From an optimization exercise on the open Yosys and OpenROAD flow, aimed at small area; shortcuts taken in it are not production practice.
Only simulation tests tie the RTL to the original design; equivalence was not proved.
The clock input has no modelled driver; a real chip could not lean on it and would need a root buffer or a full tree.
Power and IR drop assume default switching activity.

==> inputs of onyx <==
==> flow/design.v <==
module counterState(sel,r_end,y_end,g_end,cur_A,cur_B,clk,
                    last_sel,r,y,g,cnt_A,cnt_B);
	input [2:0]sel;
	input [6:0]r_end,y_end,g_end;
	input [6:0]cur_A,cur_B;
	input clk;
	output reg [2:0]last_sel;
	output reg [6:0]r,y,g;
	output reg [6:0]cnt_A,cnt_B;
	always@(posedge clk) begin
		last_sel<=sel;
		r<=r_end;
		y<=y_end;
		g<=g_end;
		cnt_A<=cur_A-1;
		cnt_B<=cur_B-1;
	end
endmodule
module counterLight(sel,r_end,y_end,g_end,clk,counter_A,counter_B);
	input [2:0]sel;
	input [6:0]r_end,y_end,g_end;
	input clk;
	output [6:0]counter_A,counter_B;
	wire [6:0]r,y,g,cnt_A,cnt_B;
	wire [2:0]last_sel;
	counterState state(sel,r_end,y_end,g_end,counter_A,counter_B,clk,
	                   last_sel,r,y,g,cnt_A,cnt_B);
	wire [6:0]w1,w2;
	wire [7:0]c1,c2;
	assign c1[0]=1'b0;
	assign c2[0]=1'b0;
	genvar i;
	generate for(i=0;i<7;i=i+1) begin:add
		assign w1[i]=r[i]^g[i]^c1[i];
		assign c1[i+1]=(r[i]&g[i])|(c1[i]&(r[i]^g[i]));
		assign w2[i]=w1[i]^y[i]^c2[i];
		assign c2[i+1]=(w1[i]&y[i])|(c2[i]&(w1[i]^y[i]));
	end endgenerate
	wire run=(sel==last_sel)&(sel!=3'd7);
	wire s0=~run&(sel==3'd0);
	wire s1=~run&(sel==3'd1);
	wire s2=~run&(sel==3'd2);
	wire s3=~run&(sel==3'd3);
	wire s4=~run&(sel==3'd4);
	wire s5=~run&(sel==3'd5);
	wire s6=~run&(sel==3'd6);
	assign counter_A=({7{run}}&cnt_A)|({7{s0|s3}}&r)|({7{s1}}&w2)|({7{s2}}&w1)|
	                 ({7{s4|s6}}&y)|({7{s5}}&g);
	assign counter_B=({7{run}}&cnt_B)|({7{s0|s6}}&r)|({7{s1|s3}}&y)|({7{s2}}&g)|
	                 ({7{s4}}&w1)|({7{s5}}&w2);
endmodule
==> flow/flow/run.sh <==
#!/bin/bash
# Standard layout with two changes:
#  - the combinational logic of the standard synthesis is re-mapped for area
#    (flip-flops, full and half adders untouched, see remap.tcl);
#  - the port buffers are the smallest buffer, sky130_fd_sc_hd__buf_1.
set -euo pipefail
export BUFFER_PORTS_ARGS="-buffer_cell sky130_fd_sc_hd__buf_1"
R=$PWD/orfs/results/$FLOW_PLATFORM/counterLight/base

bash standard.sh synth > synth.log 2>&1
cp $R/1_2_yosys.v $R/1_2_yosys.std.v

export LIB=$FLOW_HOME/platforms/$FLOW_PLATFORM/lib/sky130_fd_sc_hd__tt_025C_1v80.lib
export NETLIST_IN=$R/1_2_yosys.std.v NETLIST_OUT=$R/1_2_yosys.v TOP=$FLOW_TOP
DONT_USE_ARGS=""
for c in $(sed -n '/^export DONT_USE_CELLS/,/^#/p' $FLOW_HOME/platforms/$FLOW_PLATFORM/config.mk | grep -o 'sky130_fd_sc_hd__[a-z0-9_]*'); do
  DONT_USE_ARGS="$DONT_USE_ARGS -dont_use $c"
done
export DONT_USE_ARGS
yosys -c flow/remap.tcl > remap.log 2>&1
rm -f $R/1_synth.odb $R/1_synth.sdc

bash standard.sh finish > standard.log 2>&1
==> flow/flow/remap.tcl <==
# Re-map the combinational logic of the standard synthesis netlist for area.
# Flip-flops, full and half adders stay as the standard synthesis made them
# (same instances, same names); everything else is handed to abc again.
yosys read_liberty -ignore_miss_func $::env(LIB)
yosys read_verilog $::env(NETLIST_IN)
yosys hierarchy -top $::env(TOP)
yosys setattr -mod -set keep_hierarchy 1 sky130_fd_sc_hd__dfxtp_1 sky130_fd_sc_hd__fa_1 sky130_fd_sc_hd__ha_1
yosys rename -hide c:* t:sky130_fd_sc_hd__dfxtp_1 %d
yosys flatten
yosys opt -purge
yosys cd $::env(TOP)
yosys abc -liberty $::env(LIB) {*}$::env(DONT_USE_ARGS) -script "+strash;&get,-n;&dch;&nf,-R,1000;&put;topo"
yosys cd
yosys opt_clean -purge
yosys stat -liberty $::env(LIB)
yosys blackbox sky130_fd_sc_hd__*

yosys write_verilog -noattr $::env(NETLIST_OUT)
==> flow/standard.sh <==
#!/bin/bash
# synth_recipe.tcl (not shown) runs the flow's synth.tcl, then flattens the netlist and writes it again
# the make line also repeats each setting of config.mk as NAME=value (left out here)
make -C /OpenROAD-flow-scripts/flow DESIGN_CONFIG=/design/flow/config.mk WORK_HOME=/design/flow/orfs CLKGATE_MAP_FILE= SYNTH_SCRIPT=/design/flow/synth_recipe.tcl "${@:-finish}"
==> flow/config.mk <==
export PLATFORM = sky130hd
export DESIGN_NAME = counterLight
export DESIGN_NICKNAME = counterLight
export VERILOG_FILES = /design/flow/design.v
export SDC_FILE = /design/flow/constraint.sdc
export NUM_CORES = 4
export LEC_CHECK = 0
export CAP_MARGIN = 20
export CORE_MARGIN = 2
export CORE_UTILIZATION = 40
export GPL_TIMING_DRIVEN = 0
export SLEW_MARGIN = 20
==> flow/constraint.sdc <==
create_clock -name core_clock -period 5.0 [get_ports {clk}]
set_input_delay 1.0000 -clock core_clock [delete_from_list [all_inputs] [get_ports {clk}]]
set_output_delay 1.0000 -clock core_clock [all_outputs]
set_load 0.01 [all_outputs]
==> xenon (differences from onyx) <==
--- a/flow/flow/run.sh
+++ b/flow/flow/run.sh
@@ -2,9 +2,11 @@
 # Standard layout with two changes:
 #  - the combinational logic of the standard synthesis is re-mapped for area
 #    (flip-flops, full and half adders untouched, see remap.tcl);
-#  - the port buffers are the smallest buffer, sky130_fd_sc_hd__buf_1.
+#  - the port buffers are the smallest buffer, sky130_fd_sc_hd__buf_1;
+#  - the clock is one buffer instead of an H-tree (see cts_hook.tcl).
 set -euo pipefail
 export BUFFER_PORTS_ARGS="-buffer_cell sky130_fd_sc_hd__buf_1"
+export PRE_CTS_TCL=$PWD/flow/cts_hook.tcl FLOW_CLOCK_PORT=clk FLOW_CLOCK_BUF=sky130_fd_sc_hd__clkbuf_16
 R=$PWD/orfs/results/$FLOW_PLATFORM/counterLight/base
 
 bash standard.sh synth > synth.log 2>&1
@@ -17,6 +19,7 @@
   DONT_USE_ARGS="$DONT_USE_ARGS -dont_use $c"
 done
 export DONT_USE_ARGS
+export ABC_SCRIPT="+strash;&get,-n;&deepsyn,-T,20;&dch,-f;&nf,-R,1000;&put;topo"
 yosys -c flow/remap.tcl > remap.log 2>&1
 rm -f $R/1_synth.odb $R/1_synth.sdc
 
==> flow/flow/cts_hook.tcl (new file) <==
# Sourced by ORFS's cts.tcl before its clock_tree_synthesis call (PRE_CTS_TCL).
# The design has only a few dozen flip-flops, so instead of an H-tree the clock
# port drives one clkbuf_16 placed at the centroid of the flip-flops, which
# drives every clock pin. Everything else in cts.tcl (timing repair, detailed
# placement) runs as usual.
rename clock_tree_synthesis my_unused_clock_tree_synthesis
proc clock_tree_synthesis { args } {
  set block [ord::get_db_block]
  set dbu [$block getDbUnitsPerMicron]
  set clk [$block findNet $::env(FLOW_CLOCK_PORT)]
  set sx 0.0
  set sy 0.0
  set n 0
  foreach it [$clk getITerms] {
    set b [[$it getInst] getBBox]
    set sx [expr {$sx + ([$b xMin] + [$b xMax]) / 2.0}]
    set sy [expr {$sy + ([$b yMin] + [$b yMax]) / 2.0}]
    incr n
  }
  set x [expr {$sx / $n / $dbu}]
  set y [expr {$sy / $n / $dbu}]
  puts "flow: one clock buffer for $n sinks at ($x, $y)"
  insert_buffer -buffer_cell $::env(FLOW_CLOCK_BUF) -net $::env(FLOW_CLOCK_PORT) \
    -buffer_name clkbuf_0_clk -net_name clknet_0_clk -location [list $x $y]
  [$block findNet clknet_0_clk] setSigType CLOCK
  set_propagated_clock [all_clocks]
}
--- a/flow/flow/remap.tcl
+++ b/flow/flow/remap.tcl
@@ -9,7 +9,7 @@
 yosys flatten
 yosys opt -purge
 yosys cd $::env(TOP)
-yosys abc -liberty $::env(LIB) {*}$::env(DONT_USE_ARGS) -script "+strash;&get,-n;&dch;&nf,-R,1000;&put;topo"
+yosys abc -liberty $::env(LIB) {*}$::env(DONT_USE_ARGS) -script $::env(ABC_SCRIPT)
 yosys cd
 yosys opt_clean -purge
 yosys stat -liberty $::env(LIB)
==> comparison <==
xenon never finished: it broke off in clock tree synthesis (4_1_cts). onyx finished with timing, DRC and antenna clean. Between xenon and onyx, the lower synthesized cell count is in xenon (gap about 8%, measured against onyx). Of onyx and xenon, onyx has the higher synthesized area (gap 4.1%, measured against xenon).
==> figures <==
Setup Slack @ Placement: xenon -0.340 ns; onyx 0.0943 ns
Number of cells produced by synthesis: xenon 173; onyx 189
Port bufs: xenon 38; onyx 38
Width of the die: xenon 70.3 um; onyx 71.7 um
Placed wire-length estimate: xenon 3010 um; onyx 3420 um
Initial cell density of the core: xenon 0.410; onyx 0.418
Total number of placement rows: xenon 24; onyx 24
Synth Warn #: xenon 1; onyx 1
Cells after DPL: xenon 264; onyx 281
Chip Height: xenon 70.3 um; onyx 71.7 um
Routability-driven placement congestion ratio: xenon 0.789; onyx 0.778
Average size of a mapped cell: xenon 10.2 um2; onyx 9.70 um2
Number of top-level pins: xenon 39; onyx 39
Syn Nets: xenon 212; onyx 228
Post-Place Cell Area: xenon 1990 um2; onyx 2080 um2
Status: xenon stopped before the end; onyx no timing/DRC/antenna violations
Stage where the flow stopped: xenon clock tree synthesis (4_1_cts); onyx -
Cell Area, Synth: xenon 1760 um2; onyx 1830 um2

---

==> inputs of sierra <==
Starts from the design.v that is shown in full above.
clock: 5.0 ns
lec_check: 0
cap_margin: 20
core_margin: 2
core_utilization: 70
gpl_timing_driven: 1
setup_slack_margin: 0.05
slew_margin: 20
standard.sh (not shown) runs the stock make flow with config.mk's settings and CLKGATE_MAP_FILE= SYNTH_SCRIPT=/design/flow/synth_recipe.tcl, a recipe that flattens the netlist after the stock synthesis.
==> flow/flow/run.sh <==
#!/bin/bash
# Standard layout with these changes:
#  - the full adders of the standard synthesis get the polarity that needs the
#    fewest inverters (fa_polarity.py), and the combinational logic is then
#    re-mapped for area (flip-flops, adders and their names kept, remap.tcl);
#  - the port buffers are the smallest buffer, sky130_fd_sc_hd__buf_1;
#  - the clock is three buffers on the port instead of an H-tree (see cts_hook.tcl).
set -euo pipefail
export BUFFER_PORTS_ARGS="-buffer_cell sky130_fd_sc_hd__buf_1"
export PRE_CTS_TCL=$PWD/flow/cts_hook.tcl FLOW_CLOCK_PORT=clk FLOW_CLOCK_BUF=sky130_fd_sc_hd__clkbuf_8 FLOW_CLOCK_NBUF=3
R=$PWD/orfs/results/$FLOW_PLATFORM/counterLight/base

bash standard.sh synth > synth.log 2>&1
cp $R/1_2_yosys.v $R/1_2_yosys.std.v

export LIB=$FLOW_HOME/platforms/$FLOW_PLATFORM/lib/sky130_fd_sc_hd__tt_025C_1v80.lib
python3 flow/fa_polarity.py $R/1_2_yosys.std.v $R/1_2_yosys.pol.v > fa_polarity.log 2>&1
export NETLIST_IN=$R/1_2_yosys.pol.v NETLIST_OUT=$R/1_2_yosys.v TOP=$FLOW_TOP
DONT_USE_ARGS=""
for c in $(sed -n '/^export DONT_USE_CELLS/,/^#/p' $FLOW_HOME/platforms/$FLOW_PLATFORM/config.mk | grep -o 'sky130_fd_sc_hd__[a-z0-9_]*'); do
  DONT_USE_ARGS="$DONT_USE_ARGS -dont_use $c"
done
export DONT_USE_ARGS
export ABC_SCRIPT="+strash;&get,-n;&deepsyn,-T,20;&dch,-f;&nf,-R,1000;&put;topo"
yosys -c flow/remap.tcl > remap.log 2>&1
rm -f $R/1_synth.odb $R/1_synth.sdc

bash standard.sh finish > standard.log 2>&1
==> flow/flow/fa_polarity.py <==
#!/usr/bin/env python3
"""Choose the polarity of each full adder in a mapped netlist.

A full adder is self-dual: inverting its three inputs inverts both outputs.
Yosys's extract_fa picks the polarity of each adder it finds on its own, which
leaves inverters between chained adders and between flip-flops and adders.
This script picks, for every sky130 fa cell, whether to use it inverted, so
that as few adder inputs as possible need an inverter from a flip-flop, port,
half adder or other full adder. A flipped adder gets explicit inversions on
its pins ("assign" statements); the re-mapping that follows (remap.tcl) merges
them into the surrounding logic. The function of the netlist is unchanged.

usage: fa_polarity.py IN.v OUT.v
"""
import itertools
import re
import sys

src = open(sys.argv[1]).read()
inst_re = re.compile(r'^(\s*)(sky130_fd_sc_hd__\w+)\s+(\S+)\s*\((.*?)\);', re.M | re.S)
pin_re = re.compile(r'\.(\w+)\(\s*(.*?)\s*\)\s*(?=,|$)', re.S)

insts = []
for m in inst_re.finditer(src):
    pins = {p: n.strip() for p, n in pin_re.findall(m.group(4))}
    insts.append((m.group(2), m.group(3), pins, m.span()))

OUTS = ('X', 'Y', 'Q', 'SUM', 'COUT')
drv = {}
for t, name, pins, _ in insts:
    for p, n in pins.items():
        if p in OUTS:
            drv[n] = (t, name, p)

def is_inv(t):
    return re.match(r'sky130_fd_sc_hd__(clk)?inv_\d+$', t) is not None

def is_buf(t):
    return re.match(r'sky130_fd_sc_hd__(clk)?buf_\d+$', t) is not None

def trace(net):
    """Follow inverters and buffers back; return (source, parity)."""
    par = 0
    for _ in range(100):
        d = drv.get(net)
        if d is None:
            return ('port', net), par
        t, name, _p = d
        pins = next(i[2] for i in insts if i[1] == name)
        if is_inv(t):
            par ^= 1
            net = pins['A']
        elif is_buf(t):
            net = pins['A']
        elif '__fa_' in t:
            return ('fa', name), par
        elif '__ha_' in t or '__df' in t:
            return ('fixed', name), par
        else:
            return None, par
    return None, par

fas = [i for i in insts if '__fa_' in i[0]]
names = [i[1] for i in fas]
edges = []   # (this fa, source fa or None, parity)
for t, name, pins, _ in fas:
    for p in ('A', 'B', 'CIN'):
        s, par = trace(pins[p])
        if s is None:
            continue
        if s[0] == 'port' and re.match(r"\d+'b", s[1]):
            continue
        edges.append((name, s[1] if s[0] == 'fa' else None, par))

def cost(flip):
    c = 0
    for n, s, par in edges:
        c += par ^ flip[n] ^ (flip[s] if s else 0)
    return c

best = None
if len(names) <= 20:
    for bits in itertools.product((0, 1), repeat=len(names)):
        f = dict(zip(names, bits))
        k = cost(f)
        if best is None or k < best[0]:
            best = (k, f)
else:
    f = {n: 0 for n in names}
    best = (cost(f), f)
    improved = True
    while improved:
        improved = False
        for n in names:
            f[n] ^= 1
            k = cost(f)
            if k < best[0]:
                best = (k, dict(f))
                improved = True
            else:
                f[n] ^= 1
flip = best[1]
print(f"fa_polarity: {len(names)} full adders, inverted inputs {cost({n: 0 for n in names})} -> {best[0]}, "
      f"flipped {sum(flip.values())}")

out = []
pos = 0
extra = []
k = 0
for t, name, pins, (a, b) in insts:
    if '__fa_' not in t or not flip.get(name):
        continue
    body = src[a:b]
    for p, n in pins.items():
        w = f"fapol_{k}"
        k += 1
        extra.append(f"  wire {w};\n")
        if p in OUTS:
            extra.append(f"  assign {n} = ~{w};\n")
        else:
            extra.append(f"  assign {w} = ~{n};\n")
        body = re.sub(r'(\.' + p + r'\()\s*' + re.escape(n) + r'\s*\)', r'\g<1>' + w + ')', body)
    out.append(src[pos:a])
    out.append(body)
    pos = b
out.append(src[pos:])
res = ''.join(out)
i = res.rindex('endmodule')
res = res[:i] + ''.join(extra) + res[i:]
open(sys.argv[2], 'w').write(res)
==> flow/flow/remap.tcl <==
# Re-map the combinational logic of the standard synthesis netlist for area.
# Flip-flops, full and half adders stay as the standard synthesis made them
# (same instances, same names); everything else is handed to abc again.
yosys read_liberty -ignore_miss_func $::env(LIB)
yosys read_verilog $::env(NETLIST_IN)
yosys hierarchy -top $::env(TOP)
yosys setattr -mod -set keep_hierarchy 1 sky130_fd_sc_hd__dfxtp_1 sky130_fd_sc_hd__fa_1 sky130_fd_sc_hd__ha_1
yosys rename -hide c:* t:sky130_fd_sc_hd__dfxtp_1 %d
yosys flatten
yosys simplemap
yosys opt -purge
yosys cd $::env(TOP)
yosys abc -liberty $::env(LIB) {*}$::env(DONT_USE_ARGS) -script $::env(ABC_SCRIPT)
yosys cd
yosys opt_clean -purge
yosys stat -liberty $::env(LIB)
yosys blackbox sky130_fd_sc_hd__*

yosys write_verilog -noattr $::env(NETLIST_OUT)
Other scripts of this flow, unchanged in this note and not shown: flow/flow/cts_hook.tcl
==> violet (differences from sierra) <==
--- a/flow/design.v
+++ b/flow/design.v
@@ -27,5 +27,6 @@
 	                   last_sel,r,y,g,cnt_A,cnt_B);
-	wire [6:0]w1,w2;
-	wire [7:0]c1,c2;
+	wire [6:0]w1,w2,s;
+	wire [7:0]c1,k,c2;
 	assign c1[0]=1'b0;
+	assign k[0]=1'b0;
 	assign c2[0]=1'b0;
@@ -35,4 +36,6 @@
 		assign c1[i+1]=(r[i]&g[i])|(c1[i]&(r[i]^g[i]));
-		assign w2[i]=w1[i]^y[i]^c2[i];
-		assign c2[i+1]=(w1[i]&y[i])|(c2[i]&(w1[i]^y[i]));
+		assign s[i]=r[i]^g[i]^y[i];
+		assign k[i+1]=(r[i]&g[i])|(y[i]&(r[i]^g[i]));
+		assign w2[i]=s[i]^k[i]^c2[i];
+		assign c2[i+1]=(s[i]&k[i])|(c2[i]&(s[i]^k[i]));
 	end endgenerate
--- a/flow/flow/run.sh
+++ b/flow/flow/run.sh
@@ -4,3 +4,3 @@
 #    fewest inverters (fa_polarity.py), and the combinational logic is then
-#    re-mapped for area (flip-flops, adders and their names kept, remap.tcl);
+#    re-mapped for area (flip-flops, full adders and their names kept, remap.tcl);
 #  - the port buffers are the smallest buffer, sky130_fd_sc_hd__buf_1;
@@ -23,3 +23,3 @@
 export DONT_USE_ARGS
-export ABC_SCRIPT="+strash;&get,-n;&deepsyn,-T,20;&dch,-f;&nf,-R,1000;&put;topo"
+export ABC_SCRIPT="+strash;&get,-n;&deepsyn,-J,20,-T,100;&dch,-f;&nf,-R,1000;&put;topo"
 yosys -c flow/remap.tcl > remap.log 2>&1
--- a/flow/flow/fa_polarity.py
+++ b/flow/flow/fa_polarity.py
@@ -114,2 +114,3 @@
     for p, n in pins.items():
+        ref = n + ' ' if n.startswith('\\') else n  # escaped names end at a space
         w = f"fapol_{k}"
@@ -118,5 +119,5 @@
         if p in OUTS:
-            extra.append(f"  assign {n} = ~{w};\n")
+            extra.append(f"  assign {ref} = ~{w};\n")
         else:
-            extra.append(f"  assign {w} = ~{n};\n")
+            extra.append(f"  assign {w} = ~{ref};\n")
         body = re.sub(r'(\.' + p + r'\()\s*' + re.escape(n) + r'\s*\)', r'\g<1>' + w + ')', body)
--- a/flow/flow/remap.tcl
+++ b/flow/flow/remap.tcl
@@ -1,3 +1,3 @@
 # Re-map the combinational logic of the standard synthesis netlist for area.
-# Flip-flops, full and half adders stay as the standard synthesis made them
+# Flip-flops and full adders stay as the standard synthesis made them
 # (same instances, same names); everything else is handed to abc again.
@@ -6,3 +6,3 @@
 yosys hierarchy -top $::env(TOP)
-yosys setattr -mod -set keep_hierarchy 1 sky130_fd_sc_hd__dfxtp_1 sky130_fd_sc_hd__fa_1 sky130_fd_sc_hd__ha_1
+yosys setattr -mod -set keep_hierarchy 1 sky130_fd_sc_hd__dfxtp_1 sky130_fd_sc_hd__fa_1
 yosys rename -hide c:* t:sky130_fd_sc_hd__dfxtp_1 %d
--- a/flow/config.mk
+++ b/flow/config.mk
@@ -7,7 +7,7 @@
 export LEC_CHECK = 0
-export CAP_MARGIN = 20
+export CAP_MARGIN = 0
 export CORE_MARGIN = 2
-export CORE_UTILIZATION = 70
+export CORE_UTILIZATION = 40
 export GPL_TIMING_DRIVEN = 1
 export SETUP_SLACK_MARGIN = 0.05
-export SLEW_MARGIN = 20
+export SLEW_MARGIN = 0
==> metrics.md <==
| Metric | Value |
|---|---|
| Status | `stopped before the end` |
| Stop stage | `clock tree synthesis (4_1_cts)` |
| Die height | `roughly 53 um` |
| Error | `[ERROR DPL-0033] detailed placement checks failed during check placement.` |
the above is filed under sierra

==> metrics.md <==
| Metric | Value |
|---|---|
| Die height | `just over 70 um` |
| NumNets Final | `257` |
| Clk power | `0.134 mW` |
| Status | `no timing/DRC/antenna violations` |
| Max stage delay cell, worst path | `fa_1` |
| P_seq | `0.378 mW` |
the above is filed under violet

In violet the design's own scripts or RTL, not TritonCTS, make the clock network.

port drivers added, routing unchanged:
No port has a modelled driver above. Below, the same layouts with a new extraction and two added sets of constraints.
Step 1, drivers: a clkbuf_16 drives clk and a buf_2 each remaining input, both assumed.
Step 2 also shifts input and output timing later by t, the mid clock arrival at the registers, as if the neighbouring blocks saw the same clock.
Slacks: no drivers / after step 1 / after step 2; pairs: no drivers / after step 1.
run | t, ns | slack for setup (ns) | worst setup path at the end | slew at the worst register clock pin (ns) | pins driven straight from the clock port
onyx | 0.309 | 0.065 / 0.039 / 0.348 | register to output | 0.08 / 0.08 | 1
violet | 0.182 | 0.322 / 0.282 / 0.464 | register to output | 0.09 / 0.09 | 3
After both steps every run listed still meets setup and hold.
